This is an optimization exercise on Yosys and OpenROAD, whose aim is small area, a short achievable clock period and few clock cycles, not a production implementation.
Function was checked by simulation only, so behaviour that the tests miss may differ from the original.

## try-sierra
==> flow/design.v (excerpt) <==
module  des(input clk,
            input des_enable,
            input reset,
            input des_mode,
            input [1:64] data_i,
            input [1:64] key_i,
            output wire [1:64] data_o,
            output reg ready_o);
	wire [1:32] L_i_var, R_i_var;
	wire [1:28] C0, D0;
	wire [1:32] f;
	wire [1:56] Key_next;
	reg [1:32] L;
	wire [1:32] R = unexpand(A ^ pc2(K));
	reg [1:48] A;
	reg [1:56] K;
	wire idle, first, active, one_l, one_r, two_l, two_r;
	IP IP1(.in(data_i), .L_i_var(L_i_var), .R_i_var(R_i_var));
	IP_ni IP_ni(.in({R, L}), .out(data_o));
	pc_1 pc_1(.key_i(key_i), .C0(C0), .D0(D0));
	des_f des_f1(.A(A), .f(f));
	key_get key_get(.K(K), .C0(C0), .D0(D0), .des_mode(des_mode), .idle(idle),
	                .one_l(one_l), .one_r(one_r), .two_l(two_l), .two_r(two_r),
	                .K_next(Key_next));
	wire [1:32] L_sel = idle ? R_i_var : first ? L_i_var : (ready_o ? R : L);
	wire [1:32] g = f & {32{active}};
	wire [1:48] A_pre = expand(L_sel) ^ pc2(Key_next);
	always @(posedge clk) begin
		A <= A_pre ^ expand(g);
		if (!ready_o) L <= R;
		K <= Key_next;
	end
	contrl contrl1(.clk(clk), .reset(reset), .des_enable(des_enable), .des_mode(des_mode),
	               .idle(idle), .first(first), .active(active), .ready_o(ready_o),
	               .one_l(one_l), .one_r(one_r), .two_l(two_l), .two_r(two_r));
	function [1:48] expand(input [1:32] x);
		expand = {x[32],x[1],x[2],x[3],x[4],x[5],
		          x[4],x[5],x[6],x[7],x[8],x[9],
		          x[8],x[9],x[10],x[11],x[12],x[13],
		          x[12],x[13],x[14],x[15],x[16],x[17],
		          x[16],x[17],x[18],x[19],x[20],x[21],
		          x[20],x[21],x[22],x[23],x[24],x[25],
		          x[24],x[25],x[26],x[27],x[28],x[29],
		          x[28],x[29],x[30],x[31],x[32],x[1]};
	endfunction
	function [1:32] unexpand(input [1:48] x);
  ...
Size in the first run: ~1500 cells after synthesis, ~150 flip-flops, roughly 200 I/O pins, roughly 12000 um2 of cells after synthesis.
==> module des, before the edit <==
module  des(input clk,
            input des_enable,
            input reset,
            input des_mode,
            input [1:64] data_i,
            input [1:64] key_i,
            output wire [1:64] data_o,
            output reg ready_o);
	wire [1:32] L_i_var, R_i_var;
	wire [1:28] C0, D0;
	wire [1:32] f;
	wire [1:56] Key_next;
	reg [1:32] L;
	wire [1:32] R = unexpand(A ^ pc2(K));
	reg [1:48] A;
	reg [1:56] K;
	wire idle, first, active, one_l, one_r, two_l, two_r;
	IP IP1(.in(data_i), .L_i_var(L_i_var), .R_i_var(R_i_var));
	IP_ni IP_ni(.in({R, L}), .out(data_o));
	pc_1 pc_1(.key_i(key_i), .C0(C0), .D0(D0));
	des_f des_f1(.A(A), .f(f));
	key_get key_get(.K(K), .C0(C0), .D0(D0), .des_mode(des_mode), .idle(idle),
	                .one_l(one_l), .one_r(one_r), .two_l(two_l), .two_r(two_r),
	                .K_next(Key_next));
	wire [1:32] L_sel = idle ? R_i_var : first ? L_i_var : (ready_o ? R : L);
	wire [1:32] g = f & {32{active}};
	wire [1:48] A_pre = expand(L_sel) ^ pc2(Key_next);
	always @(posedge clk) begin
		A <= A_pre ^ expand(g);
		if (!ready_o) L <= R;
		K <= Key_next;
	end
	contrl contrl1(.clk(clk), .reset(reset), .des_enable(des_enable), .des_mode(des_mode),
	               .idle(idle), .first(first), .active(active), .ready_o(ready_o),
	               .one_l(one_l), .one_r(one_r), .two_l(two_l), .two_r(two_r));
	function [1:48] expand(input [1:32] x);
		expand = {x[32],x[1],x[2],x[3],x[4],x[5],
		          x[4],x[5],x[6],x[7],x[8],x[9],
		          x[8],x[9],x[10],x[11],x[12],x[13],
		          x[12],x[13],x[14],x[15],x[16],x[17],
		          x[16],x[17],x[18],x[19],x[20],x[21],
		          x[20],x[21],x[22],x[23],x[24],x[25],
		          x[24],x[25],x[26],x[27],x[28],x[29],
		          x[28],x[29],x[30],x[31],x[32],x[1]};
	endfunction
	function [1:32] unexpand(input [1:48] x);
		unexpand = {x[2],x[3],x[4],x[5],x[6],x[9],x[10],x[11],x[12],x[15],x[16],x[17],x[18],x[21],x[22],x[23],x[24],x[27],x[28],x[29],x[30],x[33],x[34],x[35],x[36],x[39],x[40],x[41],x[42],x[45],x[46],x[1]};
	endfunction
	function [1:48] pc2(input [1:56] k);
		pc2 = {k[14],k[17],k[11],k[24],k[1],k[5],
		       k[3],k[28],k[15],k[6],k[21],k[10],
		       k[23],k[19],k[12],k[4],k[26],k[8],
		       k[16],k[7],k[27],k[20],k[13],k[2],
		       k[41],k[52],k[31],k[37],k[47],k[55],
		       k[30],k[40],k[51],k[45],k[33],k[48],
		       k[44],k[49],k[39],k[56],k[34],k[53],
		       k[46],k[42],k[50],k[36],k[29],k[32]};
	endfunction
endmodule
clock: 5.0 ns
lec_check: 0
cap_margin: 20
core_margin: 2
core_utilization: 40
place_density: 0.6
setup_slack_margin: 2.8
slew_margin: 20
run.sh (not shown) runs the stock make flow with config.mk's settings and CLKGATE_MAP_FILE= SYNTH_SCRIPT=/design/flow/synth_recipe.tcl, a recipe that flattens the netlist after the stock synthesis.
try-sierra: done, clean on timing, DRC and antenna
Testbench counts of try-sierra, summed over its fixed seeds: cycles 43,200.
Setup changes, try-sierra to try-pepper
--- a/flow/design.v
+++ b/flow/design.v
@@ -1223,10 +1223,9 @@
 	wire [1:32] L_i_var, R_i_var;
 	wire [1:28] C0, D0;
 	wire [1:32] f;
 	wire [1:56] Key_next;
-	reg [1:32] L;
-	wire [1:32] R = unexpand(A ^ pc2(K));
+	reg [1:32] L, R;
 	reg [1:48] A;
 	reg [1:56] K;
 	wire idle, first, active, one_l, one_r, two_l, two_r;
 	IP IP1(.in(data_i), .L_i_var(L_i_var), .R_i_var(R_i_var));
@@ -1237,10 +1236,12 @@
 	                .one_l(one_l), .one_r(one_r), .two_l(two_l), .two_r(two_r),
 	                .K_next(Key_next));
 	wire [1:32] L_sel = idle ? R_i_var : first ? L_i_var : (ready_o ? R : L);
 	wire [1:32] g = f & {32{active}};
+	wire [1:32] R_next = L_sel ^ g;
 	wire [1:48] A_pre = expand(L_sel) ^ pc2(Key_next);
 	always @(posedge clk) begin
+		R <= R_next;
 		A <= A_pre ^ expand(g);
 		if (!ready_o) L <= R;
 		K <= Key_next;
 	end
@@ -1256,11 +1257,8 @@
 		          x[20],x[21],x[22],x[23],x[24],x[25],
 		          x[24],x[25],x[26],x[27],x[28],x[29],
 		          x[28],x[29],x[30],x[31],x[32],x[1]};
 	endfunction
-	function [1:32] unexpand(input [1:48] x);
-		unexpand = {x[2],x[3],x[4],x[5],x[6],x[9],x[10],x[11],x[12],x[15],x[16],x[17],x[18],x[21],x[22],x[23],x[24],x[27],x[28],x[29],x[30],x[33],x[34],x[35],x[36],x[39],x[40],x[41],x[42],x[45],x[46],x[1]};
-	endfunction
 	function [1:48] pc2(input [1:56] k);
 		pc2 = {k[14],k[17],k[11],k[24],k[1],k[5],
 		       k[3],k[28],k[15],k[6],k[21],k[10],
 		       k[23],k[19],k[12],k[4],k[26],k[8],
## What came out
The flow did not stop early for try-pepper: all stages ran, and the layout cleared the timing, DRC and antenna checks.
Higher highest cell delay on the worst timing path among try-sierra and try-pepper: try-sierra
The filler-free cell count of the finished design of try-pepper is lower than that of try-sierra.
Between try-sierra and try-pepper, the horizontal die dimension does not differ in any meaningful way.
Relative to try-sierra, try-pepper improves total power.
Summary of try-pepper over try-sierra: share of synthesized area spent on multiplexers has increased; number of cells in the design after placement has decreased; hold-fix buffer count after cts has remained practically unchanged.
The cell depth of the worst setup path of try-pepper is higher than that of try-sierra.
The cell area reported for try-pepper is smaller than that of try-sierra by about 7.5%.
Compared try-pepper vs try-sierra, and final critical-path share of the clock period is up in try-pepper.
try-pepper: proportion of final cell area spent on non-clock buffers 2.3 points below try-sierra
Looking at wire length of the first global-routing pass across try-sierra and try-pepper, the one that comes out lower is try-pepper.
The lower final core utilization came out of try-pepper.
Testbench counts of try-pepper, summed over its fixed seeds: cycles 43,200.

what the ideal ports hide:
No port has a modelled driver above. Below, the same layouts with a new extraction and two added sets of constraints.
Step 1 assumes that a clkbuf_16 drives the clock port and a buf_2 every other input.
Step 2 also shifts input and output timing later by t, the mid clock arrival at the registers, as if the neighbouring blocks saw the same clock.
a / b / c = no drivers / after step 1 / after step 2; a / b = the first two.
| run | t (ns) | setup slack, ns | hold WS [ns] |
|---|---|---|---|
| try-sierra | 0.475 | 2.708 / 2.679 / 2.328 | 0.475 / 0.475 / 0.475 |
| try-pepper | 0.475 | 2.650 / 2.650 / 2.390 | 0.451 / 0.451 / 0.451 |
After both steps setup and hold are still met in every run listed. For try-sierra, which loses most, drivers alone change the setup slack by -0.029 ns; drivers and shift together by -0.380 ns.
